This design comes from an exercise in tuning for small area on the open sky130 flow, not from production work.
Where RTL was checked, it was by simulation tests only, not by an equivalence proof against the original.
The RTL of run 5 was laid out without a check of its function.
No activity file was given, so power comes from the tool's default toggle rates.

==> flow/design.v <==
`timescale 1ns / 1ps
module display(
	input [3:0] number,
	output reg [6:0] seg
	);
	always @* begin
		case(number)
			0: seg = 7'b1000000;
			1: seg = 7'b1111001;
			2: seg = 7'b0100100;
			3: seg = 7'b0110000;
			4: seg = 7'b0011001;
			5: seg = 7'b0010010;
			6: seg = 7'b0000010;
			7: seg = 7'b1111000;
			8: seg = 7'b0000000;
			9: seg = 7'b0010000;
			default: seg = 7'b1111111;  
		endcase
	end
endmodule
`timescale 1ns / 1ps
module gamelogic(
	input clk,
	input rst,
	input clk_2hz,
	input tick_move,
	input [1:0] direction,
	input [9:0] index,
	input [9:0] h_counter,
	output reg sc_th,
	output reg [3:0] sc_hu,
	output reg [3:0] sc_te,
	output reg [3:0] sc_un,
	output reg is_snake,
	output is_food
	);
	reg [9:0] head;
	reg [4:0] hcol;                  
	reg [9:0] food;
	reg [4:0] rng1;
	wire [4:0] rng2 = {rng1[3] ^ rng1[4], rng1[2] ^ rng1[3], rng1[1] ^ rng1[2], rng1[0] ^ rng1[1], rng1[0] ^ rng1[2] ^ rng1[4]};
	reg lost;
	reg game_over;
	assign is_food = (food == index);
	wire wall = (direction == 2'd0 && hcol == 5'd0) || (direction == 2'd1 && hcol == 5'd29) ||
	            (direction == 2'd2 && head < 10'd30) || (direction == 2'd3 && head >= 10'd870);
	reg [9:0] nh_step;
	always @* begin
		case (direction)
			2'd0: nh_step = -10'd1;
			2'd1: nh_step = 10'd1;
			2'd2: nh_step = -10'd30;
			default: nh_step = 10'd30;
		endcase
	end
	wire [9:0] nh = head + nh_step;
	wire low_score = ~sc_th && sc_hu == 4'd0;
	wire wrapzone = sc_th && sc_hu == 4'd0 && sc_te == 4'd2;    
	reg [4:0] kx;
	always @* begin
		if (wrapzone)
			kx = {1'b0, sc_un} - 5'd1;
		else if (low_score && sc_te == 4'd0)
			kx = {1'b0, sc_un} + 5'd3;
		else if (low_score && sc_te == 4'd1)
			kx = {1'b0, sc_un} + 5'd13;
		else if (low_score && sc_te == 4'd2 && sc_un < 4'd6)
			kx = {1'b0, sc_un} + 5'd23;
		else
			kx = 5'd29;
	end
	wire k2 = (kx != 5'd31) && (kx != 5'd0);    
	reg [9:0] ring [0:28];
	reg [4:0] jin;                   
	reg init;                        
	reg pend;                        
	reg strm;                        
	reg [9:0] xhead;                 
	wire [9:0] port_a = ring[28];
	wire [9:0] port_b = ring[13];
	wire [4:0] jb = (jin > 5'd14) ? jin - 5'd14 : jin + 5'd15;
	wire window = (h_counter >= 10'd704) || (h_counter < 10'd176);
	wire active = pend & (strm | (window & (jin == 5'd1)));
	wire last = (jin == kx);
	reg [9:0] port_out;
	always @* begin
		if (init)
			port_out = {{8{jin >= 5'd4}}, jin == 5'd2, jin == 5'd1};
		else if (active)
			port_out = xhead;
		else
			port_out = port_a;
	end
	integer i;
	always @(posedge clk) begin
		for (i = 1; i < 29; i = i + 1)
			ring[i] <= ring[i - 1];
		ring[0] <= port_out;
	end
	wire move = tick_move & ~lost & ~wall;
	always @(posedge clk) begin
		if (rst) begin
			jin <= 5'd1;
			init <= 1;
			pend <= 0;
			strm <= 0;
		end
		else begin
			jin <= (jin == 5'd29) ? 5'd1 : jin + 5'd1;
			if (jin == 5'd29)
				init <= 0;
			if (move & k2)
				pend <= 1;
			else if (active & last)
				pend <= 0;
			strm <= active & ~last;
		end
		if (move)
			xhead <= head;
		else if (active)
			xhead <= port_a;
	end
	wire mask_a = (jin == kx);
	wire mask_b = (jb == kx);
	wire [9:0] target = index + 10'd1;
	wire ma = (port_a == target);
	wire mb = (port_b == target);
	reg acc_all, acc_keep, cur_all, cur_keep;
	always @(posedge clk) begin
		if (h_counter[3:0] == 4'd0) begin
			cur_all <= acc_all;
			cur_keep <= acc_keep;
			acc_all <= 0;
			acc_keep <= 0;
		end
		else begin
			acc_all <= acc_all | ma | mb;
			acc_keep <= acc_keep | (ma & ~mask_a) | (mb & ~mask_b);
		end
	end
	reg acc_sc, selfcol_next, selfcol;
	wire msc = (port_a == nh) & ~mask_a;
	always @(posedge clk) begin
		if (jin == 5'd29) begin
			selfcol_next <= acc_sc | msc;
			acc_sc <= 0;
		end
		else
			acc_sc <= acc_sc | msc;
	end
	wire hit0 = (index == head);
	wire hitx = (index == xhead);
	always @(posedge clk) begin
		is_snake <= (pend ? (cur_keep | hitx) : cur_all) | hit0;
		if (rst)
			game_over <= 0;
		else
			game_over <= hit0 & selfcol;
	end
	wire eat = ~clk_2hz & ~lost & (head == food);
	always @(posedge clk) begin
		if (rst) begin
			rng1 <= 5'd1;
			food <= 10'd88;
			head <= 10'd3;
			hcol <= 5'd3;
			selfcol <= 0;
			lost <= 0;
			sc_th <= 0;
			sc_hu <= 0;
			sc_te <= 0;
			sc_un <= 0;
		end
		else begin
			rng1 <= {rng1[3:0], rng1[4] ^ rng1[2]};
			if (game_over | (clk_2hz & ~lost & wall))
				lost <= 1;
			if (move) begin
				head <= nh;
				selfcol <= selfcol_next;
				if (~direction[1])
					hcol <= hcol + {{4{~direction[0]}}, 1'b1};
			end
			if (eat) begin
				food <= {rng1, rng2} % 10'd900;
				if (sc_th && sc_hu == 4'd0 && sc_te == 4'd2 && sc_un == 4'd3) begin
					sc_th <= 0; sc_te <= 0; sc_un <= 0;
				end
				else if (sc_un != 4'd9)
					sc_un <= sc_un + 4'd1;
				else begin
					sc_un <= 0;
					if (sc_te != 4'd9)
						sc_te <= sc_te + 4'd1;
					else begin
						sc_te <= 0;
						if (sc_hu != 4'd9)
							sc_hu <= sc_hu + 4'd1;
						else begin
							sc_hu <= 0;
							sc_th <= 1;
						end
					end
				end
			end
		end
	end
endmodule
`timescale 1ns / 1ps
module main(
	input clk,
	input rst,
	input btnu,
	input btnd,
	input btnl,
	input btnr,
	output [7:0] rgb,
	output hsync1,
	output vsync1,
	output reg [9:0] h_counter,
	output reg [9:0] v_counter,
	output reg [3:0] an,
	output [6:0] seg,
	output reg [1:0] direction
    );
	reg [13:0] count_2hz;
	reg clk_2hz;
	wire c2_low0 = ~|count_2hz[12:0];
	wire c2_wrap = count_2hz[13] & c2_low0;
	always @(posedge clk) begin
		if (rst) begin
			count_2hz <= 0;
			clk_2hz <= 0;
		end
		else begin
			count_2hz <= {count_2hz[12:0], count_2hz[13] ^ count_2hz[12] ^ count_2hz[11] ^ count_2hz[1] ^ c2_low0};
			if (c2_wrap)
				clk_2hz <= ~clk_2hz;
		end
	end
	wire tick_move = clk_2hz & ~count_2hz[13] & c2_low0;
	reg [11:0] fast_cnt;
	wire fast_end = (fast_cnt == 12'd877);
	always @(posedge clk) begin
		if (rst | fast_end)
			fast_cnt <= 0;
		else
			fast_cnt <= {fast_cnt[10:0], ~(fast_cnt[11] ^ fast_cnt[10] ^ fast_cnt[9] ^ fast_cnt[3])};
	end
	wire fast_rise = fast_end & (h_counter[2:0] == 3'd3);
	always @(posedge clk) begin
		if (rst) begin
			h_counter <= 0;
			v_counter <= 0;
		end
		else if (h_counter < 10'd799)
			h_counter <= h_counter + 10'd1;
		else begin
			h_counter <= 0;
			if (v_counter < 10'd520)
				v_counter <= v_counter + 10'd1;
			else
				v_counter <= 0;
		end
	end
	assign hsync1 = ~(h_counter < 10'd96);
	assign vsync1 = ~(v_counter < 10'd2);
	wire in_display = (h_counter > 10'd224) && (h_counter < 10'd706) && (v_counter > 10'd33) && (v_counter < 10'd515);
	wire is_border = (h_counter[3:0] == 4'd1) | (v_counter[3:0] == 4'd3) | (v_counter == 10'd514);
	reg [9:0] index_reg;
	reg [9:0] index_step;
	always @* begin
		if (h_counter != 10'd0)
			index_step = {9'd0, h_counter[3:0] == 4'd0};
		else if (v_counter == 10'd0)
			index_step = -10'd15;
		else if (v_counter[3:0] == 4'd3)
			index_step = -10'd19;
		else
			index_step = -10'd49;
	end
	always @(posedge clk) begin
		if (rst)
			index_reg <= 10'd935;
		else
			index_reg <= index_reg + index_step;
	end
	wire is_snake;
	wire is_food;
	reg rgb_w, rgb_s, rgb_f;
	always @(posedge clk) begin
		if (rst | ~in_display) begin
			rgb_w <= 0; rgb_s <= 0; rgb_f <= 0;
		end
		else begin
			rgb_w <= is_border;
			rgb_s <= is_border | is_snake;
			rgb_f <= is_border | is_snake | is_food;
		end
	end
	assign rgb = {rgb_w, rgb_w, rgb_s, rgb_w, rgb_w, rgb_w, rgb_f, rgb_f};
	reg [1:0] next_direction;
	always @(posedge clk) begin
		if (rst) begin
			direction <= 2'd1;
			next_direction <= 2'd1;
		end
		else if (clk_2hz)
			direction <= next_direction;
		else if (btnr) begin
			if (direction != 2'd0)
				next_direction <= 2'd1;
		end
		else if (btnl) begin
			if (direction != 2'd1)
				next_direction <= 2'd0;
		end
		else if (btnu) begin
			if (direction != 2'd3)
				next_direction <= 2'd2;
		end
		else if (btnd) begin
			if (direction != 2'd2)
				next_direction <= 2'd3;
		end
	end
	wire sc_th;
	wire [3:0] sc_hu, sc_te, sc_un;
	gamelogic gamelogic(
		.clk(clk),
		.rst(rst),
		.clk_2hz(clk_2hz),
		.tick_move(tick_move),
		.direction(direction),
		.index(index_reg),
		.h_counter(h_counter),
		.sc_th(sc_th),
		.sc_hu(sc_hu),
		.sc_te(sc_te),
		.sc_un(sc_un),
		.is_snake(is_snake),
		.is_food(is_food)
	);
	wire [3:0] an_next = (&an) ? 4'b0111 : {an[0], an[3:1]};
	reg [3:0] digit;
	always @(posedge clk) begin
		if (rst) begin
			an <= 4'b1111;
			digit <= 4'hf;
		end
		else if (fast_rise) begin
			an <= an_next;
			digit <= ({4{~an_next[3]}} & {3'b0, sc_th})
			       | ({4{~an_next[2]}} & sc_hu)
			       | ({4{~an_next[1]}} & sc_te)
			       | ({4{~an_next[0]}} & sc_un);
		end
	end
	display segdisplay(
		.number(digit),
		.seg(seg)
	);
endmodule
==> flow/flow/run.sh <==
#!/bin/bash
# Layout flow: the standard ORFS flow (standard.sh, synthesis unchanged) with two
# changes: the clock tree is built without dummy load cells, and the port buffers that
# buffer_ports inserts are the smallest buffer cell. make's full output goes to flow.log
# here; ORFS keeps each step's own log under orfs/logs/.
set -euo pipefail
export CTS_ARGS="-sink_clustering_enable -repair_clock_nets -sink_clustering_size 16 -sink_clustering_max_diameter 60 -buf_list sky130_fd_sc_hd__clkbuf_8 -dont_use_dummy_load"
export BUFFER_PORTS_ARGS="-buffer_cell sky130_fd_sc_hd__buf_1"
bash standard.sh > flow.log 2>&1
==> flow/standard.sh <==
#!/bin/bash
# synth_recipe.tcl (not shown) runs the flow's synth.tcl, then flattens the netlist and writes it again
# the make line also repeats each setting of config.mk as NAME=value (left out here)
make -C /OpenROAD-flow-scripts/flow DESIGN_CONFIG=/design/flow/config.mk WORK_HOME=/design/flow/orfs CLKGATE_MAP_FILE= SYNTH_SCRIPT=/design/flow/synth_recipe.tcl "${@:-finish}"
==> flow/config.mk <==
export PLATFORM = sky130hd
export DESIGN_NAME = main
export DESIGN_NICKNAME = main
export VERILOG_FILES = /design/flow/design.v
export SDC_FILE = /design/flow/constraint.sdc
export NUM_CORES = 4
export LEC_CHECK = 0
export CAP_MARGIN = 20
export CORE_MARGIN = 2
export CORE_UTILIZATION = 40
export PLACE_DENSITY = 0.6
export SLEW_MARGIN = 20
==> flow/constraint.sdc <==
create_clock -name core_clock -period 12.0 [get_ports {clk}]
set_input_delay 2.4000 -clock core_clock [delete_from_list [all_inputs] [get_ports {clk}]]
set_output_delay 2.4000 -clock core_clock [all_outputs]
set_load 0.01 [all_outputs]
==> results.cfg, run 1 <==
[cts]
cts.sinks = 440
cts_hold_buffers = 0
cts_setup_buffers = 0
clockRootBuffer = clkbuf_8
clk_pin_slew_worst_paths_ns = 0.10
clk_latency_ns = 0.57
cts_resized = 0
clock_path_buffers = 3
cts_tree = yes
cts_buffers = 39
h-tree-depth = 2

[outcome]
outcome = finished clean

[setup_path]
cp_max_fo = 5
endpoint_kind = output port
crit_path_max_incr_delay_ns = 0.40
start_kind = flip-flop
cp.required_ns = 9.60
cp.arrival_ns = 2.39
worst-r2r-cell-count = 16
slowest_stage = or3_1
crit_type = reg2out
path_cells = or3_1 -> or3_1 -> or3_1 -> nor2_1 -> nand2_1 -> buf_1
ff2ff_setup_slack_ns = 8.08
cpMostUsedCell = or3_1

[sta]
slew_viol_final = 0
period_share_pct = 39.9
slew-limit-headroom_pct = 47.9
tightest_slew_ns = 0.782
skew_ns = 0.0650
finalSetupViolCount = 0
max_freq_ghz = 0.209
setup_ws_ns = 7.21
rsz0062_at_grt = no
setup_tns_ns = 0
hold_viol_final = 0
period_minus_slack_ns = 4.79

[floorplanning]
fp.dieW_um = 198
dieArea_um2 = 39100
rows = 70
io-pin-count = 49
start_util_pct = 40.9
core_region_area_um2 = 36800
fp.dieH_um = 198

[layout]
instances_no_fill = 1852
regMostFlops = gamelogic.ring
area_growth_pct = 7.04
fin_area_um2 = 16100
fin_nets = 1454
drive_gt1_share_pct = 5.06
diodes = 0
reg_top3 = gamelogic.ring: 290 flops, count_2hz: 14 flops, fast_cnt: 12 flops
largest_register_ffs = 290

[route]
highest_layer = met4
wl_met2_mm = 12.7
avgRoutedWirePerCell_um = 15.0
drc = 0
finalWirelength_mm = 27.8
drt_pass1_iterations = 4
drtIter0Drc = 541
met1_length_mm = 13.1
dr_wl_met3_mm = 1.18
num_vias = 9157
final_antenna_net_count = 0
vias_per_cell = 4.94

[logic_synthesis]
synthTopCellsByArea = dfxtp_1, ha_1, xnor2_1
synth_compound_area_share_pct = 7.83
seq_area_frac_synth_pct = 59.5
synth-seq-cells = 440
ys_types = 85
synth_edf_count = 13
synthesis.nets = 1422
synth_top_family_by_area = simple AND/OR/NAND/NOR gates
synth_fa_ha_area_share_pct = 5.31
avgSynthCellArea_um2 = 11.1
yosysWarnings = 4
synth_top_area_share_pct = 56.9
ys_async_sr_fraction_pct = 0
synth_xor_area_share_pct = 8.42
yosysTopAreaCell = dfxtp_1
syn_area_um2 = 15000
ys.flop_type = dfxtp_1
netlist_top_cells_count = dfxtp_1, nor2_1, nand2_1
synthMuxAreaShare_pct = 3.09
syn_inst = 1354
yosysMostFrequentCell = dfxtp_1
synthSimpleGateAreaFrac_pct = 12.8

[hold_path]
hold_path_depth = 0
min_path_type = reg2reg

[placement]
hpwl_mm = 19.1
place_area_um2 = 15500
gp_congestion = 0.796
numPortBuffers = 48
dp_cells = 1813
post-place-ws_ns = 7.38

[power_and_ir_drop]
power_w = 0.00272
p_leak_nw = 6.41
power_per_cell_area_nw_per_um2 = 169
ir_drop_mv = 0.0755

[global_route]
grt_util_all_layers_pct = 14.4
grt_pass1_wl_mm = 45.4
grt_pass1_vias = 9029
overflow = 0
grt_antenna_before_repair = 0
grt_max_degree = 57

[job]
maxCapViolCount = 0
[worst max-delay path: cells and delay by family, from the launching register on]
family	cells	cell delay, ns
buf+inv	1	0.13
flops	1	0.36
simple gates	5	1.36
[layer usage]
layer	global-route usage [%]	vias to the layer above
met4	5.54	0
met2	23.8	141
met5	0	-
met3	2.91	49
li1	-	4610
met1	18.7	4357
[report_power, final]
group          switching (W)  total [W]  internal (W)
Sequential          0.000107    0.00176       0.00165
Clock               0.000433   0.000724      0.000291
Combinational       0.000124   0.000244      0.000120
Total               0.000663    0.00272       0.00206
[cell type report]
cell class	count	area, µm²
fillers	3498	20700
well taps	468	586
repair buffers	51	204
flip-flops and latches	440	8940
inverters	50	188
multi-input cells	804	5630
clock buffers	39	537
[final timing paths]
kind | end | startpoint
setup / recovery | vsync1 | v_counter[6]
hold / removal | gamelogic.ring[22][6] | gamelogic.ring[21][6]
setup reg to reg | index_reg[9] | v_counter[6]
hold reg to reg | gamelogic.ring[22][6] | gamelogic.ring[21][6]
[layout by cell type (no fill, tap or decap), types with 4 or more instances in the layout]
cell | Yosys | final
dfxtp_1 | 427 | 427
nor2_1 | 107 | 107
nand2_1 | 75 | 75
xnor2_1 | 71 | 71
xor2_1 | 68 | 68
ha_1 | 59 | 59
a21oi_1 | 57 | 57
inv_1 | 49 | 49
buf_1 | 2 | 47
clkbuf_8 | 0 | 39
o21ai_0 | 37 | 37
mux2i_1 | 34 | 34
nand3_1 | 26 | 26
nor3_1 | 25 | 25
nor2b_1 | 25 | 25
nand4_1 | 20 | 20
nor4_1 | 20 | 20
and2_1 | 17 | 17
nand2b_1 | 13 | 13
edfxtp_1 | 13 | 13
a31oi_1 | 10 | 10
and3_1 | 10 | 10
a211oi_1 | 10 | 9
mux2_1 | 8 | 8
o211ai_1 | 8 | 8
or3_1 | 7 | 7
a21o_1 | 6 | 6
or2_2 | 5 | 5
o22ai_1 | 4 | 4
[cell families (layout without fill, tap and decap cells)]
logic type	Yosys count	after routing
compound gates	180	180
xor+xnor	141	141
fa+ha+maj	62	62
buf+inv	110	140
flops	440	440
mux	45	45
simple gates	376	376
[through the flow]
step	utilization, %	hold slack [ns]
3_3_place_gp	42.3	0.310
3_5_place_dp	42.3	0.312
4_1_cts	43.7	0.280
2_1_floorplan	-	0.310
6_report	43.7	0.280
5_1_grt	43.7	0.277
==> run 2, diff against run 1 <==
--- a/flow/flow/run.sh
+++ b/flow/flow/run.sh
@@ -6,3 +6,3 @@
 set -euo pipefail
-export CTS_ARGS="-sink_clustering_enable -repair_clock_nets -sink_clustering_size 16 -sink_clustering_max_diameter 60 -buf_list sky130_fd_sc_hd__clkbuf_8 -dont_use_dummy_load"
+export CTS_ARGS="-sink_clustering_enable -repair_clock_nets -sink_clustering_size 12 -sink_clustering_max_diameter 50 -buf_list sky130_fd_sc_hd__clkbuf_4 -dont_use_dummy_load"
 export BUFFER_PORTS_ARGS="-buffer_cell sky130_fd_sc_hd__buf_1"
==> run 2 against run 1 <==
Compared with the run above: critical path type unchanged; core utilization down 0.47 points; area after synthesis stayed put; register-to-register slack got worse by 0.03 ns; global-route usage is 0.13 points lower; power shrank 4.6%; hold slack got worse by 0.016 ns; flip-flop and latch count is the same; critical path depth unchanged; die area unchanged; clock skew down 0.0064 ns; largest power group unchanged.
==> results.cfg, run 2 <==
[route]
avgRoutedWirePerCell_um = 14.9
drtIter0Drc = 535
vias_per_cell = 4.94
drc = 0
finalWirelength_mm = 27.7
num_vias = 9196
final_antenna_net_count = 0
drt_pass1_iterations = 7

[cts]
clk_pin_slew_worst_paths_ns = 0.12
cts_resized = 0
h-tree-depth = 2
cts_hold_buffers = 0
clk_latency_ns = 0.68
cts_buffers = 48
cts_tree = yes
clockRootBuffer = clkbuf_4
clock_path_buffers = 3
cts_setup_buffers = 0
cts.sinks = 440

[outcome]
outcome = finished clean

[sta]
slew-limit-headroom_pct = 46.8
finalSetupViolCount = 0
rsz0062_at_grt = no
max_freq_ghz = 0.203
hold_viol_final = 0
period_minus_slack_ns = 4.94
tightest_slew_ns = 0.797
setup_ws_ns = 7.06
hold_ws_ns = 0.265
slew_viol_final = 0
setup_tns_ns = 0
period_share_pct = 41.1
skew_ns = 0.0586

[power_and_ir_drop]
p_leak_nw = 6.35
ir_drop_mv = 0.0740
power_w = 0.00260
power_per_cell_area_nw_per_um2 = 163

[placement]
post-place-ws_ns = 7.38
numPortBuffers = 48
hpwl_mm = 19.1
gp_congestion = 0.796

[layout]
area_growth_pct = 5.88
regMostFlops = gamelogic.ring
reg_top3 = gamelogic.ring: 290 flops, count_2hz: 14 flops, fast_cnt: 12 flops
largest_register_ffs = 290
drive_gt1_share_pct = 5.67
num-fill-cells = 3537
fin_nets = 1463
final_common_cell = dfxtp_1
postLayoutCoreUtil_pct = 43.3
layout_common_cells = dfxtp_1, nor2_1, nand2_1, xnor2_1, xor2_1

[logic_synthesis]
ys.flop_type = dfxtp_1
synth_edf_count = 13
yosysWarnings = 4
avgSynthCellArea_um2 = 11.1
syn_inst = 1354
netlist_top_cells_count = dfxtp_1, nor2_1, nand2_1
synthesis.nets = 1422
synth-seq-cells = 440
yosysMostFrequentCell = dfxtp_1
ys_async_sr_fraction_pct = 0
synth_top_area_share_pct = 56.9
synthTopCellsByArea = dfxtp_1, ha_1, xnor2_1
yosysTopAreaCell = dfxtp_1
syn_area_um2 = 15000
seq_area_frac_synth_pct = 59.5
ys_types = 85

[floorplanning]
fp.dieW_um = 198
core_region_area_um2 = 36800
dieArea_um2 = 39100
rows = 70
start_util_pct = 40.9
io-pin-count = 49
fp.dieH_um = 198

[setup_path]
crit_type = reg2out
cp.required_ns = 9.60
endpoint_kind = output port
cp_max_fo = 5
start_kind = flip-flop
cp.arrival_ns = 2.54

[global_route]
grt_util_all_layers_pct = 14.3
grt_pass1_wl_mm = 45.1
grt_max_degree = 57
grt_antenna_before_repair = 1
grt_pass1_vias = 9043
overflow = 0

[job]
maxCapViolCount = 0

[hold_path]
min_path_type = reg2reg
run 2: final timing paths:
check	slack (ns)	cells past startpoint	to	startpoint
worst max-delay path	7.06	6	vsync1	v_counter[6]
worst min-delay path	0.26	0	gamelogic.ring[27][0]	gamelogic.ring[26][0]
worst max register to register	8.05	16	index_reg[9]	v_counter[6]
worst min register to register	0.26	0	gamelogic.ring[27][0]	gamelogic.ring[26][0]
run 2: critical path: stages, from the launching register on:
cell     delay (ns)
dfxtp_1        0.37
or3_1          0.40
or3_1          0.33
or3_1          0.36
nor2_1         0.18
nand2_1        0.08
buf_1          0.13
run 2: final cells by class:
cell class,instances,area [µm²],area share (%)
multi-input combinational,804,5630,35.4
timing repair buffer,51,204,1.28
tap,468,586,3.68
clock buffer,48,360,2.26
inverter,50,188,1.18
sequential,440,8940,56.2
antenna,1,2.50,0.0157
run 2: per-stage QoR:
step	std cells	area (µm²)
global route	1862	15900
floorplan	1354	15000
detailed placement	1813	15500
CTS	1861	15900
global placement	1813	15500
finish	1862	15900
run 2: routing by layer:
metal,vias up,track usage (%),routed length [µm]
met5,-,0,0
met3,46,3.20,1380
met4,0,5.29,666
met2,162,23.4,12500
li1,4654,-,-
met1,4334,18.6,13100
run 2: report_power, final:
group          switching, W  leakage [nW]  internal (W)
Combinational      0.000123          2.50      0.000120
Sequential         0.000107          3.63       0.00165
Clock              0.000414         0.221      0.000184
Total              0.000643          6.35       0.00195
run 2: cells by family (layout without fill, tap and decap cells):
| logic type | after synthesis | in the layout | share of synthesized area (%) |
|---|---|---|---|
| XOR/XNOR | 141 | 141 | 8.42 |
| AND/OR/NAND/NOR | 376 | 376 | 12.8 |
| other | 0 | 1 | 0 |
| AO/OA/AOI/OAI | 180 | 180 | 7.83 |
| flip-flops | 440 | 440 | 59.5 |
| buffers and inverters | 110 | 149 | 3.07 |
| adder cells (fa/ha/maj) | 62 | 62 | 5.31 |
| multiplexers | 45 | 45 | 3.09 |
==> run 3, diff against run 2 <==
--- a/flow/flow/run.sh
+++ b/flow/flow/run.sh
@@ -6,3 +6,3 @@
 set -euo pipefail
-export CTS_ARGS="-sink_clustering_enable -repair_clock_nets -sink_clustering_size 12 -sink_clustering_max_diameter 50 -buf_list sky130_fd_sc_hd__clkbuf_4 -dont_use_dummy_load"
+export CTS_ARGS="-sink_clustering_enable -repair_clock_nets -sink_clustering_size 14 -sink_clustering_max_diameter 50 -buf_list {sky130_fd_sc_hd__clkbuf_2 sky130_fd_sc_hd__clkbuf_4 sky130_fd_sc_hd__clkbuf_8} -dont_use_dummy_load"
 export BUFFER_PORTS_ARGS="-buffer_cell sky130_fd_sc_hd__buf_1"
--- a/flow/config.mk
+++ b/flow/config.mk
@@ -9,4 +9,4 @@
 export CORE_MARGIN = 2
-export CORE_UTILIZATION = 40
-export PLACE_DENSITY = 0.6
+export CORE_UTILIZATION = 55
+export PLACE_DENSITY = 0.75
 export SLEW_MARGIN = 20
==> run 3 against run 2 <==
Compared with the run above: core utilization grew 16 points; flip-flop and latch count is the same; register-to-register slack gained 0.19 ns; count of clock-buffer cells in the layout shrank 6; combinational power is essentially flat; fmax grew 3.8%; worst setup slack gained 0.18 ns; synthesized cell count is the same; global-route usage grew 4.5 points; hold slack gained 0.037 ns; sequential power is essentially flat; critical path depth is the same.
==> results.cfg, run 3 <==
[power_and_ir_drop]
ir_drop_mv = 0.0877
p_leak_nw = 6.43
power_per_cell_area_nw_per_um2 = 172

[layout]
largest_register_ffs = 290
area_growth_pct = 6.25
instances_no_fill = 1728
diodes = 0
fin_nets = 1457
drive_gt1_share_pct = 5.26
final_common_cell = dfxtp_1
reg_top3 = gamelogic.ring: 290 flops, count_2hz: 14 flops, fast_cnt: 12 flops
layout_common_cells = dfxtp_1, nor2_1, nand2_1, xnor2_1, xor2_1
regMostFlops = gamelogic.ring

[setup_path]
timing.critical_path.buf_inv = 1
cp_top_family = simple AND/OR/NAND/NOR gates
cp_max_fo = 5
cp.required_ns = 9.60
cp.arrival_ns = 2.36
path_cells = or3_1 -> or3_1 -> or3_1 -> nor2_1 -> nand2_1 -> buf_1
endpoint_kind = output port
crit_type = reg2out
cpMostUsedCell = or3_1
crit_path_max_incr_delay_ns = 0.39
start_kind = flip-flop
r2r-start = v_counter[6]
slowest_stage = or3_1
crit_path_start = v_counter[6]

[cts]
cts_tree = yes
cts_resized = 0
cts_setup_buffers = 0
clockRootBuffer = clkbuf_8
clk_pin_slew_worst_paths_ns = 0.08
cts_buffers = 42
clock_path_buffers = 3
h-tree-depth = 2
cts.sinks = 440
clk_latency_ns = 0.55
cts_hold_buffers = 0

[global_route]
grt_max_degree = 69
grt_pass1_vias = 8876
grt_antenna_before_repair = 0
grt_util_all_layers_pct = 18.8
overflow = 0
grt_pass1_wl_mm = 43.8

[logic_synthesis]
seq_area_frac_synth_pct = 59.5
yosysTopAreaCell = dfxtp_1
synthTopCellsByArea = dfxtp_1, ha_1, xnor2_1
ys.flop_type = dfxtp_1
synth-seq-cells = 440
avgSynthCellArea_um2 = 11.1
netlist_top_cells_count = dfxtp_1, nor2_1, nand2_1
ys_types = 85
synthesis.nets = 1422
syn_inst = 1354
syn_area_um2 = 15000
synth_edf_count = 13
yosysWarnings = 4
yosysMostFrequentCell = dfxtp_1
synth_top_area_share_pct = 56.9
ys_async_sr_fraction_pct = 0

[route]
dr_wl_met3_mm = 1.08
highest_layer = met4
drtIter0Drc = 515
avgRoutedWirePerCell_um = 15.5
met1_length_mm = 12.3
final_antenna_net_count = 0
wl_met2_mm = 12.8
drc = 0
vias_per_cell = 5.33
num_vias = 9218
finalWirelength_mm = 26.7
drt_pass1_iterations = 4

[floorplanning]
fp.dieH_um = 169
fp.dieW_um = 169
start_util_pct = 55.9
rows = 60
core_region_area_um2 = 26900
dieArea_um2 = 28700
io-pin-count = 49

[placement]
hpwl_mm = 18.3
dp_cells = 1686
gp_congestion = 0.834
numPortBuffers = 48

[sta]
rsz0062_at_grt = no
setup_tns_ns = 0
period_minus_slack_ns = 4.76
max_freq_ghz = 0.210
period_share_pct = 39.6
hold_viol_final = 0
slew_viol_final = 0
finalSetupViolCount = 0
tightest_slew_ns = 0.767
slew-limit-headroom_pct = 48.9
skew_ns = 0.0587

[outcome]
outcome = finished clean

[hold_path]
worstHoldStart = gamelogic.ring[23][0]
min_path_type = reg2reg

[job]
maxCapViolCount = 0
[run 3: final timing paths]
path | endpoint | slack [ns] | cells past startpoint
worst max register to register | index_reg[9] | 8.24 | 16
worst min register to register | gamelogic.ring[24][0] | 0.30 | 0
worst max-delay path | vsync1 | 7.24 | 6
worst min-delay path | gamelogic.ring[24][0] | 0.30 | 0
[run 3: per-stage QoR]
step / area, µm² / setup WS [ns] / hold WS, ns / total power [W] / utilization, %
final: 16000 / 7.24 / 0.302 / 0.00274 / 59.4
after CTS: 16000 / 7.21 / 0.303 / 0.00277 / 59.4
after global placement: 15400 / 7.74 / 0.310 / 0.00202 / 57.2
after floorplan: 15000 / 7.96 / 0.310 / 0.00195 / -
after detailed placement: 15400 / 7.65 / 0.312 / 0.00203 / 57.2
after global routing: 16000 / 7.09 / 0.302 / 0.00287 / 59.4
[run 3: logic make-up (layout without fill, tap and decap cells)]
kind of cell	count (synthesis)	after routing	synth area share, %
simple gates	376	376	12.8
compound gates	180	180	7.83
mux	45	45	3.09
xor+xnor	141	141	8.42
buf+inv	110	143	3.07
flops	440	440	59.5
fa+ha+maj	62	62	5.31
[run 3: final cells by class]
cell class | instances | area [µm²]
fill | 2209 | 10900
sequential | 440 | 8940
multi-input combinational | 804 | 5630
clock buffer | 42 | 578
tap | 341 | 427
timing repair buffer | 51 | 204
inverter | 50 | 188
[run 3: metal layers]
| layer | GRT usage, % | vias up |
|---|---|---|
| met5 | 0 | - |
| met4 | 6.13 | 0 |
| met3 | 3.19 | 49 |
| met2 | 32.0 | 164 |
| met1 | 24.4 | 4394 |
| li1 | - | 4611 |
[run 3: where the power goes]
group | internal (W) | leakage (nW) | switching [W]
clock | 0.000312 | 0.302 | 0.000425
combinational | 0.000120 | 2.50 | 0.000122
sequential | 0.00165 | 3.63 | 0.000110
total | 0.00208 | 6.43 | 0.000657
==> run 4, diff against run 3 <==
==> flow/flow/run.sh (replaced) <==
#!/bin/bash
# Layout flow: the standard ORFS flow (standard.sh) with these changes:
#  - synthesis maps the logic with the area-oriented ABC script flow/abc_area_map.script
#    instead of ORFS's abc_speed.script (which also buffers and upsizes), and without
#    ORFS's half/full adder cell extraction; registers are mapped as in the standard
#    synthesis (dfflibmap runs before ABC), so they keep their names and cells;
#  - the clock tree is built from clkbuf_4 cells in clusters of at most 10 sinks,
#    without dummy load cells;
#  - the port buffers that buffer_ports inserts are buf_1 cells.
# The ORFS scripts are used from a copy that differs only in the ABC script. make's
# full output goes to flow.log here; ORFS keeps each step's own log under orfs/logs/.
set -euo pipefail
here=$(pwd)
rm -rf "$here/orfs_scripts"
cp -r "$FLOW_HOME/scripts" "$here/orfs_scripts"
cp "$here/flow/abc_area_map.script" "$here/orfs_scripts/abc_speed.script"
export SCRIPTS_DIR="$here/orfs_scripts"
export ADDER_MAP_FILE=
export CTS_ARGS="-sink_clustering_enable -repair_clock_nets -sink_clustering_size 10 -sink_clustering_max_diameter 40 -buf_list sky130_fd_sc_hd__clkbuf_4 -dont_use_dummy_load"
export BUFFER_PORTS_ARGS="-buffer_cell sky130_fd_sc_hd__buf_1"
bash standard.sh > flow.log 2>&1
==> flow/flow/abc_area_map.script (new file) <==
strash
ifraig
scorr
dc2
dretime
strash
dch -f
dc2
strash
&get -n
&dch -f
&nf -R 1000
&put
--- a/flow/config.mk
+++ b/flow/config.mk
@@ -9,4 +9,4 @@
 export CORE_MARGIN = 2
-export CORE_UTILIZATION = 55
-export PLACE_DENSITY = 0.75
+export CORE_UTILIZATION = 40
+export PLACE_DENSITY = 0.6
 export SLEW_MARGIN = 20
==> run 4 against run 3 <==
Compared with the run above: sequential share of layout area increased by 4.9 points; global-route usage decreased by 4.8 points; combinational power decreased by 31%; first-iteration DRC count decreased by 16%; final area decreased by 8.1%; sequential power decreased by 5%.
==> results.cfg, run 4 <==
[outcome]
outcome = finished clean

[layout]
fin_area_um2 = 14700
regMostFlops = gamelogic.ring
layout_common_cells = dfxtp_1, nor2_1, nand2_1, xnor2_1, clkbuf_4
fin_nets = 1299
reg_top3 = gamelogic.ring: 290 flops, count_2hz: 14 flops, fast_cnt: 12 flops
largest_register_ffs = 290
drive_gt1_share_pct = 4.88
area_growth_pct = 8.48
final_common_cell = dfxtp_1

[power_and_ir_drop]
ir_drop_mv = 0.0752
switching_share_pct = 23.6
power.switching_w = 0.000583
combPwrFrac_pct = 6.7
power_frac_seq_pct = 67.7
pwr-share-clk_pct = 25.6
power_per_cell_area_nw_per_um2 = 168
p_leak_nw = 5.59
p_int_w = 0.00188

[logic_synthesis]
avgSynthCellArea_um2 = 11.4
yosysTopAreaCell = dfxtp_1
synth_edf_count = 13
synthesis.nets = 1196
ys.flop_type = dfxtp_1
seq_area_frac_synth_pct = 66.1
syn_inst = 1190
synth-seq-cells = 440
ys_async_sr_fraction_pct = 0
synthTopCellsByArea = dfxtp_1, xnor2_1, edfxtp_1
yosysWarnings = 4
synth_top_area_share_pct = 63.2
yosysMostFrequentCell = dfxtp_1
ys_types = 61
syn_area_um2 = 13500
netlist_top_cells_count = dfxtp_1, nor2_1, nand2_1

[cts]
clk_latency_ns = 0.73
clockRootBuffer = clkbuf_4
cts_setup_buffers = 0
clock_path_buffers = 3
cts_hold_buffers = 0
cts_buffers = 55
h-tree-depth = 2
cts.sinks = 440
clk_pin_slew_worst_paths_ns = 0.09
cts_resized = 0
cts_tree = yes

[sta]
slew_viol_final = 0
slew-limit-headroom_pct = 41.5
hold_viol_final = 0
setup_tns_ns = 0
max_freq_ghz = 0.224
period_share_pct = 37.2
tightest_slew_ns = 0.877
skew_ns = 0.0909
period_minus_slack_ns = 4.46
finalSetupViolCount = 0
rsz0062_at_grt = no

[floorplanning]
fp.dieH_um = 188
rows = 67
core_region_area_um2 = 33400
dieArea_um2 = 35300
start_util_pct = 40.5
fp.dieW_um = 188
io-pin-count = 49

[route]
drt_pass1_iterations = 5
avgRoutedWirePerCell_um = 14.2
drc = 0
final_antenna_net_count = 0
num_vias = 8575
vias_per_cell = 4.93
drtIter0Drc = 433
finalWirelength_mm = 24.7

[placement]
place_area_um2 = 14300
hpwl_mm = 16.5
gp_congestion = 0.837
numPortBuffers = 48

[global_route]
overflow = 0
grt_pass1_wl_mm = 40.5
grt_util_all_layers_pct = 14.0
grt_antenna_before_repair = 1
grt_pass1_vias = 7908
grt_max_degree = 77

[setup_path]
endpoint_kind = output port
cp.arrival_ns = 2.06
path_cells = nor3_1 -> nand2_1 -> or2_0 -> or3_1 -> buf_1
crit_path_max_incr_delay_ns = 0.37
cp_max_fo = 6
start_kind = flip-flop
timing.critical_path.buf_inv = 1
cp_top_family = simple AND/OR/NAND/NOR gates
cp.required_ns = 9.60
crit_type = reg2out
slowest_stage = dfxtp_1

[hold_path]
min_path_type = reg2reg

[job]
maxCapViolCount = 0
-- run 4: area by class of cell --
class / count / area, µm²
fillers: 3170 / 18800
flip-flops and latches: 440 / 8940
multi-input cells: 705 / 4400
well taps: 448 / 561
clock buffers: 55 / 413
repair buffers: 54 / 226
inverters: 37 / 139
diodes: 2 / 5.00
-- run 4: final timing paths --
| kind | startpoint | endpoint | slack [ns] | depth (start not counted) |
|---|---|---|---|---|
| setup / recovery | v_counter[3] | vsync1 | 7.54 | 5 |
| hold / removal | gamelogic.ring[12][8] | gamelogic.ring[13][8] | 0.27 | 0 |
| setup reg to reg | h_counter[1] | index_reg[9] | 8.19 | 17 |
| hold reg to reg | gamelogic.ring[12][8] | gamelogic.ring[13][8] | 0.27 | 0 |
-- run 4: logic make-up after synthesis --
kind of cell | count (synthesis) | synth area share, %
buffers and inverters | 45 | 1.47
multiplexers | 26 | 2.02
flip-flops | 440 | 66.1
AND/OR/NAND/NOR | 372 | 13.7
XOR/XNOR | 114 | 7.38
AO/OA/AOI/OAI | 191 | 9.26
adder cells (fa/ha/maj) | 2 | 0.148
-- run 4: stage by stage --
stage	worst slack, ns	power [W]	utilization, %	cells	hold slack (ns)
after CTS	7.49	0.00251	43.9	1739	0.247
after floorplan	8.24	0.00181	-	1190	0.310
after global routing	7.35	0.00259	43.9	1741	0.266
final	7.54	0.00247	43.9	1741	0.268
after detailed placement	7.63	0.00187	42.6	1684	0.312
after global placement	7.70	0.00187	42.6	1684	0.310
-- run 4: layer usage --
layer,share of wire (%),vias up,wire [µm],global-route usage (%)
met5,0,-,0,0
met4,2.4,0,591,4.97
met3,5.0,55,1230,3.01
met2,43,188,10600,21.1
met1,50,3996,12300,19.7
li1,-,4336,-,-
-- run 4: worst register-to-register path, delay by kind of cell (launching register included) --
kind | cells | cell delay [ns]
compound gates | 4 | 0.59
simple gates | 12 | 2.53
xor+xnor | 1 | 0.18
flops | 1 | 0.39
-- run 4: power groups by stage --
| stage | combinational (W) | clock [W] | sequential (W) |
|---|---|---|---|
| floorplan | 0.000133 | 0 | 0.00167 |
| global placement | 0.000163 | 0 | 0.00170 |
| detailed placement | 0.000166 | 0 | 0.00170 |
| CTS | 0.000167 | 0.000670 | 0.00167 |
| global route | 0.000188 | 0.000721 | 0.00168 |
| finish | 0.000166 | 0.000631 | 0.00167 |
==> run 5, diff against run 4 <==
--- a/flow/design.v
+++ b/flow/design.v
@@ -82,3 +82,3 @@
 	wire [4:0] jb = (jin > 5'd14) ? jin - 5'd14 : jin + 5'd15;
-	wire window = (h_counter >= 10'd704) || (h_counter < 10'd176);
+	wire window = (h_counter[9] & h_counter[8]) | ~(h_counter[9] | h_counter[8] | h_counter[7]);    
 	wire active = pend & (strm | (window & (jin == 5'd1)));
@@ -226,14 +226,14 @@
     );
-	reg [13:0] count_2hz;
+	reg [8:0] tick_cnt;
 	reg clk_2hz;
-	wire c2_low0 = ~|count_2hz[12:0];
-	wire c2_wrap = count_2hz[13] & c2_low0;
+	wire h_end32 = &h_counter[4:0];
+	wire tick_low0 = ~|tick_cnt[7:0];
 	always @(posedge clk) begin
 		if (rst) begin
-			count_2hz <= 0;
+			tick_cnt <= 0;
 			clk_2hz <= 0;
 		end
-		else begin
-			count_2hz <= {count_2hz[12:0], count_2hz[13] ^ count_2hz[12] ^ count_2hz[11] ^ count_2hz[1] ^ c2_low0};
-			if (c2_wrap)
+		else if (h_end32) begin
+			tick_cnt <= {tick_cnt[7:0], tick_cnt[8] ^ tick_cnt[4] ^ tick_low0};
+			if (tick_cnt[8] & tick_low0)
 				clk_2hz <= ~clk_2hz;
@@ -241,3 +241,3 @@
 	end
-	wire tick_move = clk_2hz & ~count_2hz[13] & c2_low0;
+	wire tick_move = clk_2hz & ~tick_cnt[8] & tick_low0 & (h_counter[4:0] == 5'd0);
 	reg [11:0] fast_cnt;
@@ -344,7 +344,19 @@
 	);
-	wire [3:0] an_next = (&an) ? 4'b0111 : {an[0], an[3:1]};
+	reg an_on;
+	reg [1:0] an_pos;
+	wire [1:0] an_pos_next = an_on ? an_pos + 2'd1 : 2'd0;
 	reg [3:0] digit;
+	always @* begin
+		case ({an_on, an_pos})
+			3'b100: an = 4'b0111;
+			3'b101: an = 4'b1011;
+			3'b110: an = 4'b1101;
+			3'b111: an = 4'b1110;
+			default: an = 4'b1111;
+		endcase
+	end
 	always @(posedge clk) begin
 		if (rst) begin
-			an <= 4'b1111;
+			an_on <= 0;
+			an_pos <= 0;
 			digit <= 4'hf;
@@ -352,7 +364,10 @@
 		else if (fast_rise) begin
-			an <= an_next;
-			digit <= ({4{~an_next[3]}} & {3'b0, sc_th})
-			       | ({4{~an_next[2]}} & sc_hu)
-			       | ({4{~an_next[1]}} & sc_te)
-			       | ({4{~an_next[0]}} & sc_un);
+			an_on <= 1;
+			an_pos <= an_pos_next;
+			case (an_pos_next)
+				2'd0: digit <= {3'b0, sc_th};
+				2'd1: digit <= sc_hu;
+				2'd2: digit <= sc_te;
+				default: digit <= sc_un;
+			endcase
 		end
==> run 5 against run 4 <==
Compared with the run above: still clean; synthesized cell count increased by 1.2%; combinational power about the same; register-to-register slack worse by 1.2 ns; final area is 0.98% lower; sequential share of layout area decreased by 0.22 points; critical endpoint is now gamelogic.acc_sc; largest cell class unchanged; largest power group unchanged.
==> results.cfg, run 5 <==
[route]
final_antenna_net_count = 0
drc = 0
num_vias = 8655
vias_per_cell = 4.94
finalWirelength_mm = 24.7
drtIter0Drc = 564
drt_pass1_iterations = 6
avgRoutedWirePerCell_um = 14.1

[floorplanning]
start_util_pct = 40.2
fp.dieW_um = 187
dieArea_um2 = 35000
io-pin-count = 49
rows = 67
core_region_area_um2 = 33300
fp.dieH_um = 187

[placement]
numPortBuffers = 48
post-place-ws_ns = 7.15
gp_congestion = 0.808
place_area_um2 = 14100
hpwl_mm = 16.7
dp_cells = 1696

[cts]
h-tree-depth = 2
cts_tree = yes
clk_latency_ns = 0.72
clk_pin_slew_worst_paths_ns = 0.09
cts_buffers = 56
cts_setup_buffers = 0
clock_path_buffers = 3
clockRootBuffer = clkbuf_4
cts_hold_buffers = 0
cts_resized = 0
cts.sinks = 434

[layout]
regMostFlops = gamelogic.ring
final_common_cell = dfxtp_1
area_growth_pct = 8.52
instances_no_fill = 1753
largest_register_ffs = 290
fin_nets = 1312
reg_top3 = gamelogic.ring: 290 flops, fast_cnt: 12 flops
drive_gt1_share_pct = 4.75
fin_area_um2 = 14500
layout_common_cells = dfxtp_1, nor2_1, nand2_1, a21oi_1, xnor2_1

[logic_synthesis]
syn_area_um2 = 13400
synth_top_area_share_pct = 62.9
ys_types = 57
yosysMostFrequentCell = dfxtp_1
synth_edf_count = 13
synth-seq-cells = 434
avgSynthCellArea_um2 = 11.1
synthesis.nets = 1210
ys.flop_type = dfxtp_1
ys_async_sr_fraction_pct = 0
synthTopCellsByArea = dfxtp_1, xnor2_1, nor2_1
netlist_top_cells_count = dfxtp_1, nor2_1, nand2_1
seq_area_frac_synth_pct = 65.8
yosysTopAreaCell = dfxtp_1
syn_inst = 1204
yosysWarnings = 4

[sta]
setup_ws_ns = 7.02
tightest_slew_ns = 0.985
slew-limit-headroom_pct = 34.2
max_freq_ghz = 0.201
rsz0062_at_grt = no
period_share_pct = 41.5
hold_viol_final = 0
skew_ns = 0.0976
setup_tns_ns = 0
period_minus_slack_ns = 4.98
finalSetupViolCount = 0
slew_viol_final = 0

[global_route]
grt_pass1_wl_mm = 40.8
grt_antenna_before_repair = 1
grt_pass1_vias = 8059
grt_max_degree = 69
grt_util_all_layers_pct = 14.2
overflow = 0

[setup_path]
crit_path_max_incr_delay_ns = 0.82
cp_max_fo = 20
cp.required_ns = 12.60
crit_type = reg2reg
endpoint_kind = flip-flop
start_kind = flip-flop
cp.arrival_ns = 5.58
timing.critical_path.buf_inv = 2
path_cells = clkinv_1 -> nor2_1 -> clkinv_1 -> maj3_1 -> maj3_1 -> maj3_1 -> nand2_1 -> a21oi_1 -> o21ai_0 -> o21ai_0 -> xnor2_1 -> a221o_1 -> nor4_1 -> o21ai_0 -> a221oi_1 -> or2_0 -> and2_0
slowest_stage = dfxtp_1
cp_top_family = adder cells

[job]
maxCapViolCount = 0

[hold_path]
min_path_type = reg2reg

[power_and_ir_drop]
power_w = 0.00248
p_leak_nw = 5.45
power_per_cell_area_nw_per_um2 = 171
ir_drop_mv = 0.0813

[outcome]
outcome = finished clean
-- run 5: changes by cell type in the layout (fill, tap and decap cells not counted), sizes merged, moves of 6 or more --
cell and delta:
a21oi +19, nand2 +19, nor2b -14, and3 -12, o21ai +8, and2 +7
nand3 +7, a222oi -6, dfxtp -6, nor2 +6, nor3 +6, o22ai -6
-- run 5: final timing paths --
path / start / endpoint / slack (ns) / depth (start not counted)
max: direction[0] / gamelogic.acc_sc / 7.02 / 17
min: gamelogic.ring[7][1] / gamelogic.ring[8][1] / 0.25 / 0
max reg2reg: direction[0] / gamelogic.acc_sc / 7.02 / 17
min reg2reg: gamelogic.ring[7][1] / gamelogic.ring[8][1] / 0.25 / 0
-- run 5: layout make-up --
class / count / area (µm²)
fillers: 3204 / 18700
flip-flops and latches: 434 / 8820
multi-input cells: 729 / 4400
well taps: 448 / 561
clock buffers: 56 / 420
repair buffers: 52 / 211
inverters: 33 / 124
diodes: 1 / 2.50
-- run 5: metrics by stage --
| stage | hold slack, ns | util (%) |
|---|---|---|
| 2_1_floorplan | 0.310 | - |
| 3_3_place_gp | 0.310 | 42.4 |
| 3_5_place_dp | 0.312 | 42.4 |
| 4_1_cts | 0.215 | 43.7 |
| 5_1_grt | 0.210 | 43.7 |
| 6_report | 0.246 | 43.7 |
-- run 5: layer usage --
| layer | wire length [µm] | global-route usage, % | share of wire (%) |
|---|---|---|---|
| met5 | 0 | 0 | 0 |
| met3 | 1220 | 2.98 | 4.9 |
| met4 | 602 | 5.01 | 2.4 |
| met2 | 10800 | 22.0 | 44 |
| met1 | 12000 | 19.7 | 49 |
-- run 5: logic make-up (layout without fill, tap and decap cells) --
| kind of cell | count (synthesis) | in the layout | share of synthesized area [%] |
|---|---|---|---|
| mux | 22 | 22 | 1.74 |
| compound gates | 207 | 207 | 9.62 |
| xor+xnor | 112 | 112 | 7.32 |
| flops | 434 | 434 | 65.8 |
| simple gates | 384 | 384 | 13.8 |
| fa+ha+maj | 4 | 4 | 0.299 |
| buf+inv | 41 | 141 | 1.37 |
| other cells | 0 | 1 | 0 |
-- run 5: where the power goes --
part           leakage [nW]  internal, W  switching, W  total [W]
sequential             3.58      0.00160     0.0000832    0.00168
combinational          1.61    0.0000800     0.0000885   0.000168
clock                 0.258     0.000214      0.000421   0.000634
-- run 5: worst reg2reg max path, delay by kind of cell (launching register included) --
kind / cells / cell delay [ns]
flops: 1 / 0.82
compound gates: 6 / 1.14
fa+ha+maj: 3 / 1.18
xor+xnor: 1 / 0.23
buf+inv: 2 / 0.52
simple gates: 5 / 1.00
==> run 6, diff against run 5 <==
--- a/flow/design.v
+++ b/flow/design.v
@@ -88,3 +88,3 @@
 		if (init)
-			port_out = {{8{jin >= 5'd4}}, jin == 5'd2, jin == 5'd1};
+			port_out = {{8{jin >= 5'd4}}, jin == 5'd1, jin == 5'd2};    
 		else if (active)
==> flow/flow/abc_area_map.script (replaced) <==
strash
ifraig
scorr
dc2
dretime
strash
&get -n
&deepsyn -T 150
&put
dch -f
&get -n
&dch -f
&nf -R 1000 -p
&put
==> run 6 against run 5 <==
Compared with the run above: core utilization rose by 0.45 points; largest power group unchanged; count of clock-buffer cells in the layout grew 1; flip-flop and latch count stayed put; combinational power shrank 16%; still clean on timing, DRC and antenna.
==> results.cfg, run 6 <==
[cts]
cts_tree = yes
cts_setup_buffers = 0
h-tree-depth = 2
clock_path_buffers = 3
cts_hold_buffers = 0
cts.sinks = 434
cts_buffers = 57
clk_pin_slew_worst_paths_ns = 0.11
clk_latency_ns = 0.72
cts_resized = 0
clockRootBuffer = clkbuf_4

[placement]
hpwl_mm = 17.1
place_area_um2 = 13900
post-place-ws_ns = 7.74
gp_congestion = 0.873
numPortBuffers = 48

[sta]
slew_viol_final = 0
finalSetupViolCount = 0
period_minus_slack_ns = 4.53
slew-limit-headroom_pct = 42.2
period_share_pct = 37.7
skew_ns = 0.118
setup_ws_ns = 7.47
hold_viol_final = 0
rsz0062_at_grt = no
tightest_slew_ns = 0.863
setup_tns_ns = 0
max_freq_ghz = 0.221

[floorplanning]
start_util_pct = 40.6
dieArea_um2 = 34400
io-pin-count = 49
fp.dieH_um = 186
core_region_area_um2 = 32500
fp.dieW_um = 186
rows = 66

[layout]
largest_register_ffs = 290
layout_common_cells = dfxtp_1, nor2_1, a21oi_1, nand2_1, xnor2_1
seqCellArea_um2 = 8820
multi_input_area_um2 = 4170
drive_gt1_share_pct = 4.98
area_growth_pct = 8.67
final_common_cell = dfxtp_1
num-fill-cells = 3101
reg_top3 = gamelogic.ring: 290 flops, fast_cnt: 12 flops
regMostFlops = gamelogic.ring
fin_nets = 1272
fin_area_um2 = 14300
postLayoutCoreUtil_pct = 44.1

[power_and_ir_drop]
p_leak_nw = 5.31
ir_drop_mv = 0.0757
power_per_cell_area_nw_per_um2 = 171

[global_route]
grt_pass1_vias = 8100
grt_antenna_before_repair = 1
grt_pass1_wl_mm = 41.2
grt_util_all_layers_pct = 15.1
grt_max_degree = 75
overflow = 0

[route]
num_vias = 8569
drtIter0Drc = 639
drc = 0
wl_met2_mm = 11.0
dr_wl_met3_mm = 1.84
finalWirelength_mm = 25.4
final_antenna_net_count = 0
avgRoutedWirePerCell_um = 14.9
drt_pass1_iterations = 5
met1_length_mm = 12.0
vias_per_cell = 5.02
highest_layer = met4

[job]
maxCapViolCount = 0

[logic_synthesis]
yosysMostFrequentCell = dfxtp_1
synth_fa_ha_area_share_pct = 0.0760
synthMuxAreaShare_pct = 0.741
ys_async_sr_fraction_pct = 0
yosysWarnings = 4
synth_compound_area_share_pct = 11.2
synth_top_family_by_area = simple AND/OR/NAND/NOR gates
yosysTopAreaCell = dfxtp_1
synth_top_area_share_pct = 64.0
synth_edf_count = 13
synth-seq-cells = 434
netlist_top_cells_count = dfxtp_1, nor2_1, a21oi_1
avgSynthCellArea_um2 = 11.3
synthTopCellsByArea = dfxtp_1, xnor2_1, edfxtp_1
seq_area_frac_synth_pct = 66.9
synthSimpleGateAreaFrac_pct = 14.0
synth_xor_area_share_pct = 5.65
ys_types = 56
syn_area_um2 = 13200
synthesis.nets = 1168
ys.flop_type = dfxtp_1
syn_inst = 1162

[setup_path]
cp.required_ns = 9.60
endpoint_kind = output port
cp.arrival_ns = 2.13
crit_type = reg2out
start_kind = flip-flop
cp_max_fo = 7

[outcome]
outcome = finished clean

[hold_path]
min_path_type = reg2reg
[run 6: changes by cell type after synthesis, sizes merged, moves of 6 or more]
cell / change
nand2: -36
nand2b: +19
xor2: -19
a22o: +12
a211oi: -11
a221o: +10
mux2i: -9
xnor2: -8
nor2b: +7
and2: +6
o21ai: -6
[run 6: power by group]
part / total, W / switching [W] / internal (W)
Sequential: 0.00167 / 0.0000743 / 0.00159
Combinational: 0.000141 / 0.0000769 / 0.0000637
Clock: 0.000633 / 0.000416 / 0.000217
[run 6: cell type report]
| type | instances | share of cell area [%] |
|---|---|---|
| Clock buffer | 57 | 2.99 |
| Sequential cell | 434 | 61.6 |
| Tap cell | 442 | 3.86 |
| Timing Repair Buffer | 53 | 1.53 |
| Inverter | 34 | 0.891 |
| Multi-Input combinational cell | 686 | 29.1 |
| Antenna cell | 1 | 0.0175 |
[run 6: routing by layer]
metal / global-route usage [%] / up-vias
met5: 0 / -
met4: 5.68 / 0
met3: 3.66 / 50
met2: 23.2 / 249
met1: 20.5 / 4009
li1: - / 4261
[run 6: worst paths after layout]
path	startpoint	to	slack [ns]	depth (start not counted)
worst min register to register	gamelogic.ring[10][1]	gamelogic.ring[11][1]	0.25	0
worst max register to register	h_counter[0]	index_reg[9]	7.91	17
worst max-delay path	an_on	an[3]	7.47	4
worst min-delay path	gamelogic.ring[10][1]	gamelogic.ring[11][1]	0.25	0
[run 6: logic make-up after synthesis]
group	Yosys count
mux	9
xor+xnor	85
fa+ha+maj	1
compound gates	222
flops	434
simple gates	369
buf+inv	42
[run 6: worst max-delay path: stages, from the launching register on]
cell and delay, ns:
dfxtp_1 0.38, nor2b_1 0.42, nor2b_1 0.39, clkinv_1 0.11
buf_1 0.14
[run 6: through the flow]
| stage | power [W] | hold slack (ns) | std cells |
|---|---|---|---|
| 6_report | 0.00244 | 0.248 | 1707 |
| 2_1_floorplan | 0.00178 | 0.310 | 1162 |
| 3_3_place_gp | 0.00184 | 0.310 | 1649 |
| 4_1_cts | 0.00248 | 0.252 | 1706 |
| 3_5_place_dp | 0.00184 | 0.312 | 1649 |
| 5_1_grt | 0.00258 | 0.253 | 1707 |
==> run 7, diff against run 6 <==
--- a/flow/flow/abc_area_map.script
+++ b/flow/flow/abc_area_map.script
@@ -9,2 +9,6 @@
 &put
+dc2
+&get -n
+&deepsyn -T 150 -S 7
+&put
 dch -f
==> run 7 against run 6 <==
Compared with the run above: combinational power is 4% higher; critical path depth rose by 5; synthesized cell count barely moved; count of clock-buffer cells in the layout down 1; flip-flop and latch count unchanged; via count decreased by 1.6%.
==> results.cfg, run 7 <==
[outcome]
outcome = finished clean

[logic_synthesis]
netlist_top_cells_count = dfxtp_1, nor2_1, a21oi_1
ys_async_sr_fraction_pct = 0
yosysTopAreaCell = dfxtp_1
synth_edf_count = 13
synth_top_area_share_pct = 64.3
syn_area_um2 = 13100
synthesis.nets = 1169
syn_inst = 1163
synth-seq-cells = 434
synthTopCellsByArea = dfxtp_1, xnor2_1, nor2_1
yosysMostFrequentCell = dfxtp_1
ys.flop_type = dfxtp_1
yosysWarnings = 4
ys_types = 60
seq_area_frac_synth_pct = 67.2
avgSynthCellArea_um2 = 11.3

[sta]
tightest_slew_ns = 0.895
hold_viol_final = 0
setup_tns_ns = 0
rsz0062_at_grt = no
period_share_pct = 36.8
setup_ws_ns = 7.58
max_freq_ghz = 0.226
finalSetupViolCount = 0
skew_ns = 0.171
period_minus_slack_ns = 4.42
slew_viol_final = 0
slew-limit-headroom_pct = 39.7

[floorplanning]
io-pin-count = 49
fp.dieH_um = 185
rows = 66
fp.dieW_um = 185
core_region_area_um2 = 32500
dieArea_um2 = 34300
start_util_pct = 40.4

[cts]
clk_pin_slew_worst_paths_ns = 0.10
cts_resized = 0
clock_path_buffers = 3
cts_buffers = 56
cts_hold_buffers = 0
clk_latency_ns = 0.71
cts.sinks = 434
cts_tree = yes
clockRootBuffer = clkbuf_4
h-tree-depth = 2
cts_setup_buffers = 0

[global_route]
grt_util_all_layers_pct = 14.5
grt_pass1_wl_mm = 39.7
overflow = 0
grt_pass1_vias = 7805
grt_antenna_before_repair = 1
grt_max_degree = 57

[setup_path]
cp_max_fo = 56
endpoint_kind = flip-flop
cp.required_ns = 12.56
crit_type = in2reg
cp.arrival_ns = 4.98
start_kind = input pin

[layout]
largest_register_ffs = 290
drive_gt1_share_pct = 4.83
postLayoutCoreUtil_pct = 43.9
area_growth_pct = 8.59
layout_common_cells = dfxtp_1, nor2_1, a21oi_1, nand2_1, clkbuf_4
final_common_cell = dfxtp_1
regMostFlops = gamelogic.ring
reg_top3 = gamelogic.ring: 290 flops, fast_cnt: 12 flops
fin_nets = 1271

[route]
vias_per_cell = 4.94
finalWirelength_mm = 24.8
drtIter0Drc = 599
avgRoutedWirePerCell_um = 14.5
num_vias = 8429
final_antenna_net_count = 0
drc = 0
drt_pass1_iterations = 5

[power_and_ir_drop]
p_leak_nw = 5.32
ir_drop_mv = 0.0701
power_per_cell_area_nw_per_um2 = 170

[placement]
gp_congestion = 0.841
numPortBuffers = 48
post-place-ws_ns = 6.83
hpwl_mm = 16.9

[hold_path]
min_path_type = reg2reg

[job]
maxCapViolCount = 0
-- run 7: changes by cell type after synthesis, moves of 6 or more --
cell      previous run  this run
xor2_1              26        37
o22ai_1              7        13
nand2b_1            25        13
nand2_1             61        67
clkinv_1            34        41
nor2_1             102       109
xnor2_1             59        47
-- run 7: metrics by stage --
stage	total power (W)	hold WS, ns	instance area [µm²]	cells
6_report	0.00242	0.216	14200	1706
5_1_grt	0.00255	0.198	14200	1706
4_1_cts	0.00246	0.195	14200	1705
3_5_place_dp	0.00183	0.312	13800	1649
3_3_place_gp	0.00182	0.310	13800	1649
2_1_floorplan	0.00176	0.310	13100	1163
-- run 7: area by class of cell --
| class | count | area [µm²] |
|---|---|---|
| sequential | 434 | 8820 |
| tap | 442 | 553 |
| antenna | 1 | 2.50 |
| clock buffer | 56 | 420 |
| fill | 3019 | 18200 |
| inverter | 41 | 154 |
| multi-input combinational | 680 | 4090 |
| timing repair buffer | 52 | 211 |
-- run 7: path summary, 6_finish.rpt --
kind | start | endpoint | cells after the start | slack (ns)
max | rst | seg[3] | 9 | 7.58
min | gamelogic.ring[24][8] | gamelogic.ring[25][8] | 0 | 0.22
max reg2reg | direction[0] | gamelogic.acc_sc | 14 | 7.80
min reg2reg | gamelogic.ring[24][8] | gamelogic.ring[25][8] | 0 | 0.22
-- run 7: report_power, final --
group	internal [W]	switching (W)	total, W
combinational	0.0000640	0.0000827	0.000147
clock	0.000213	0.000410	0.000623
sequential	0.00158	0.0000728	0.00165
-- run 7: logic make-up after synthesis --
kind of cell	count (synthesis)	synth area share (%)
xor+xnor	84	5.61
buf+inv	49	1.63
simple gates	357	13.3
compound gates	229	11.4
mux	9	0.734
fa+ha+maj	1	0.0763
flops	434	67.2
-- run 7: routing by layer --
| metal | wire [µm] | global-route usage (%) | share of wire, % |
|---|---|---|---|
| met3 | 1270 | 2.99 | 5.1 |
| met1 | 12300 | 20.3 | 50 |
| met2 | 10600 | 22.4 | 43 |
| met5 | 0 | 0 | 0 |
| met4 | 536 | 5.24 | 2.2 |
-- run 7: worst max-delay path: stages --
cell      delay (ns)
clkbuf_2        0.08
buf_4           0.48
clkinv_1        0.79
nand2_1         0.44
or3_1           0.20
nand3b_1        0.10
a21oi_1         0.14
or2_0           0.20
o21ai_0         0.11
==> run 8, diff against run 7 <==
==> flow/flow/abc_area_map.script (replaced) <==
strash
ifraig
scorr
dc2
dretime
strash
dch -f
dc2
strash
&get -n
&dch -f
&nf -R 1000
&put
==> run 8 against run 7 <==
Compared with the run above: first-iteration DRC count is 20% lower; core utilization up 0.48 points; count of clock-buffer cells in the layout down 1; global-route usage is 0.59 points lower; synthesized cell count is 2.7% higher; final area increased by 1.9%; die area rose by 2.0%; combinational power grew 17%; cell count grew 1.8%; critical endpoint is now gamelogic.acc_sc; largest power group unchanged.
==> results.cfg, run 8 <==
[outcome]
outcome = finished clean

[placement]
numPortBuffers = 48
gp_congestion = 0.827
place_area_um2 = 14100
hpwl_mm = 16.4

[cts]
clk_latency_ns = 0.73
clock_path_buffers = 3
cts_buffers = 55
cts.sinks = 434
cts_tree = yes
clk_pin_slew_worst_paths_ns = 0.10
h-tree-depth = 2
clockRootBuffer = clkbuf_4
cts_resized = 0
cts_setup_buffers = 0
cts_hold_buffers = 0

[sta]
slew_viol_final = 0
setup_tns_ns = 0
finalSetupViolCount = 0
slew-limit-headroom_pct = 41.9
skew_ns = 0.146
tightest_slew_ns = 0.870
period_minus_slack_ns = 4.84
max_freq_ghz = 0.207
period_share_pct = 40.3
rsz0062_at_grt = no
hold_viol_final = 0

[layout]
area_growth_pct = 8.43
layout_common_cells = dfxtp_1, nand2_1, nor2_1, a21oi_1, xnor2_1
fin_area_um2 = 14500
final_common_cell = dfxtp_1
largest_register_ffs = 290
num-fill-cells = 3126
drive_gt1_share_pct = 4.80
postLayoutCoreUtil_pct = 44.4
regMostFlops = gamelogic.ring
fin_nets = 1301
reg_top3 = gamelogic.ring: 290 flops, fast_cnt: 12 flops

[route]
drc = 0
vias_per_cell = 4.93
drtIter0Drc = 481
num_vias = 8550
avgRoutedWirePerCell_um = 14.1
drt_pass1_iterations = 6
final_antenna_net_count = 0
finalWirelength_mm = 24.6

[global_route]
grt_antenna_before_repair = 1
grt_pass1_vias = 8090
grt_util_all_layers_pct = 14.0
overflow = 0
grt_max_degree = 68
grt_pass1_wl_mm = 40.3

[setup_path]
slowest_stage = dfxtp_1
crit_path_max_incr_delay_ns = 0.90
crit_type = reg2reg
start_kind = flip-flop
endpoint_kind = flip-flop
cp_max_fo = 23
path_cells = clkinv_1 -> nor2_1 -> clkinv_1 -> maj3_1 -> maj3_1 -> maj3_1 -> nand2_1 -> a21oi_1 -> o21ai_0 -> o21ai_0 -> xnor2_1 -> a221o_1 -> nor4_1 -> o21ai_0 -> a221oi_1 -> or2_0 -> and2_0
cp.required_ns = 12.64
cp.arrival_ns = 5.48

[floorplanning]
io-pin-count = 49
dieArea_um2 = 34900
start_util_pct = 40.9
fp.dieW_um = 187
fp.dieH_um = 187
core_region_area_um2 = 32700
rows = 66

[logic_synthesis]
synthTopCellsByArea = dfxtp_1, xnor2_1, edfxtp_1
ys.flop_type = dfxtp_1
netlist_top_cells_count = dfxtp_1, nand2_1, nor2_1
yosysTopAreaCell = dfxtp_1
syn_area_um2 = 13400
avgSynthCellArea_um2 = 11.2
yosysWarnings = 4
synthesis.nets = 1200
syn_inst = 1194
synth_edf_count = 13
synth_top_area_share_pct = 63.0
yosysMostFrequentCell = dfxtp_1
seq_area_frac_synth_pct = 65.9
ys_types = 57
ys_async_sr_fraction_pct = 0
synth-seq-cells = 434

[power_and_ir_drop]
power_w = 0.00247
p_leak_nw = 5.44
ir_drop_mv = 0.0774
power_per_cell_area_nw_per_um2 = 171

[hold_path]
min_path_type = reg2reg

[job]
maxCapViolCount = 0
## run 8: cell types whose count changed in the layout (fill, tap and decap cells not counted), moves of 5 or more
cell | previous run | this run
a211oi_1 | 10 | 17
a221o_1 | 9 | 1
a22o_1 | 11 | 0
clkinv_1 | 41 | 33
mux2_1 | 5 | 11
mux2i_1 | 4 | 13
nand2_1 | 67 | 98
nor2_1 | 109 | 97
nor4_1 | 10 | 15
o22ai_1 | 13 | 6
xnor2_1 | 47 | 71
xor2_1 | 37 | 43
## run 8: cell type report
type / count / area, µm² / share of cell area (%)
diodes: 1 / 2.50 / 0.0172
clock buffers: 55 / 413 / 2.85
inverters: 33 / 124 / 0.854
multi-input cells: 719 / 4390 / 30.2
flip-flops and latches: 434 / 8820 / 60.8
well taps: 442 / 553 / 3.81
repair buffers: 52 / 211 / 1.46
## run 8: worst max-delay path: cells and delay by family, from the launching register on
family                   cells  cell delay (ns)
flip-flops                   1             0.90
AND/OR/NAND/NOR              5             0.90
buffers and inverters        2             0.49
AO/OA/AOI/OAI                6             1.07
XOR/XNOR                     1             0.24
adder cells (fa/ha/maj)      3             1.19
## run 8: path summary, 6_finish.rpt
path / endpoint / depth (start not counted) / slack (ns) / from
worst max-delay path: gamelogic.acc_sc / 17 / 7.16 / direction[0]
worst min-delay path: gamelogic.ring[6][7] / 0 / 0.21 / gamelogic.ring[5][7]
worst max register to register: gamelogic.acc_sc / 17 / 7.16 / direction[0]
worst min register to register: gamelogic.ring[6][7] / 0 / 0.21 / gamelogic.ring[5][7]
## run 8: through the flow
stage	cells	setup slack, ns	hold WS, ns
global placement	1680	7.10	0.310
CTS	1735	7.19	0.200
floorplan	1194	7.50	0.310
detailed placement	1680	7.01	0.312
global route	1736	6.68	0.207
finish	1736	7.16	0.212
## run 8: power by group
group	switching, W	total (W)	internal [W]	leakage (nW)
sequential	0.0000794	0.00168	0.00160	3.58
combinational	0.0000928	0.000172	0.0000797	1.61
clock	0.000415	0.000625	0.000210	0.253
total	0.000587	0.00247	0.00189	5.44
## run 8: cells by family after synthesis
family / share of synthesized area (%)
AOI/OAI and AO/OA: 9.70
buffers and inverters: 1.37
adders and majority gates: 0.299
muxes: 1.90
and+or+nand+nor: 13.4
DFF: 65.9
xor gates and xnor gates: 7.46
## run 8: metal layers
| metal | up-vias | GRT usage, % | routed length [µm] | part of all wire, % |
|---|---|---|---|---|
| met3 | 46 | 2.93 | 960 | 3.9 |
| met5 | - | 0 | 0 | 0 |
| li1 | 4333 | - | - | - |
| met4 | 0 | 5.37 | 566 | 2.3 |
| met1 | 4035 | 19.5 | 12200 | 50 |
| met2 | 136 | 21.1 | 10800 | 44 |

==> separate check: timing with driven ports <==
How much do the figures lean on ideal ports? The routed layouts below were timed once more, with nothing changed but the port constraints. Step 1 sets driving cells, clkbuf_16 on the clock port and buf_2 on the other inputs (assumed; they add their load-dependent delay and slew). Step 2 times the ports against the registers' clock, not the clock port: input delays grow and output delays shrink by t, the midpoint of the rising clock arrivals with the driver on. Slacks: no drivers / after step 1 / after step 2; pairs: no drivers / after step 1.
run | shift t [ns] | setup WS [ns] | worst register clock-pin slew, ns
run 1 | 0.588 | 7.214 / 7.164 / 7.560 | 0.10 / 0.10
run 2 | 0.710 | 7.064 / 7.018 / 7.583 | 0.12 / 0.12
run 3 | 0.571 | 7.243 / 7.198 / 7.743 | 0.09 / 0.09
run 4 | 0.731 | 7.542 / 7.498 / 7.625 | 0.11 / 0.11
run 5 | 0.710 | 7.021 / 7.021 / 7.021 | 0.11 / 0.11
run 6 | 0.712 | 7.474 / 7.429 / 7.759 | 0.11 / 0.11
run 7 | 0.667 | 7.581 / 7.600 / 6.933 | 0.11 / 0.11
run 8 | 0.687 | 7.163 / 7.163 / 7.120 | 0.10 / 0.10
After both steps setup and hold are still met in every run listed. For run 7, which loses most, drivers alone change the setup slack by +0.019 ns; drivers and shift together by -0.648 ns.
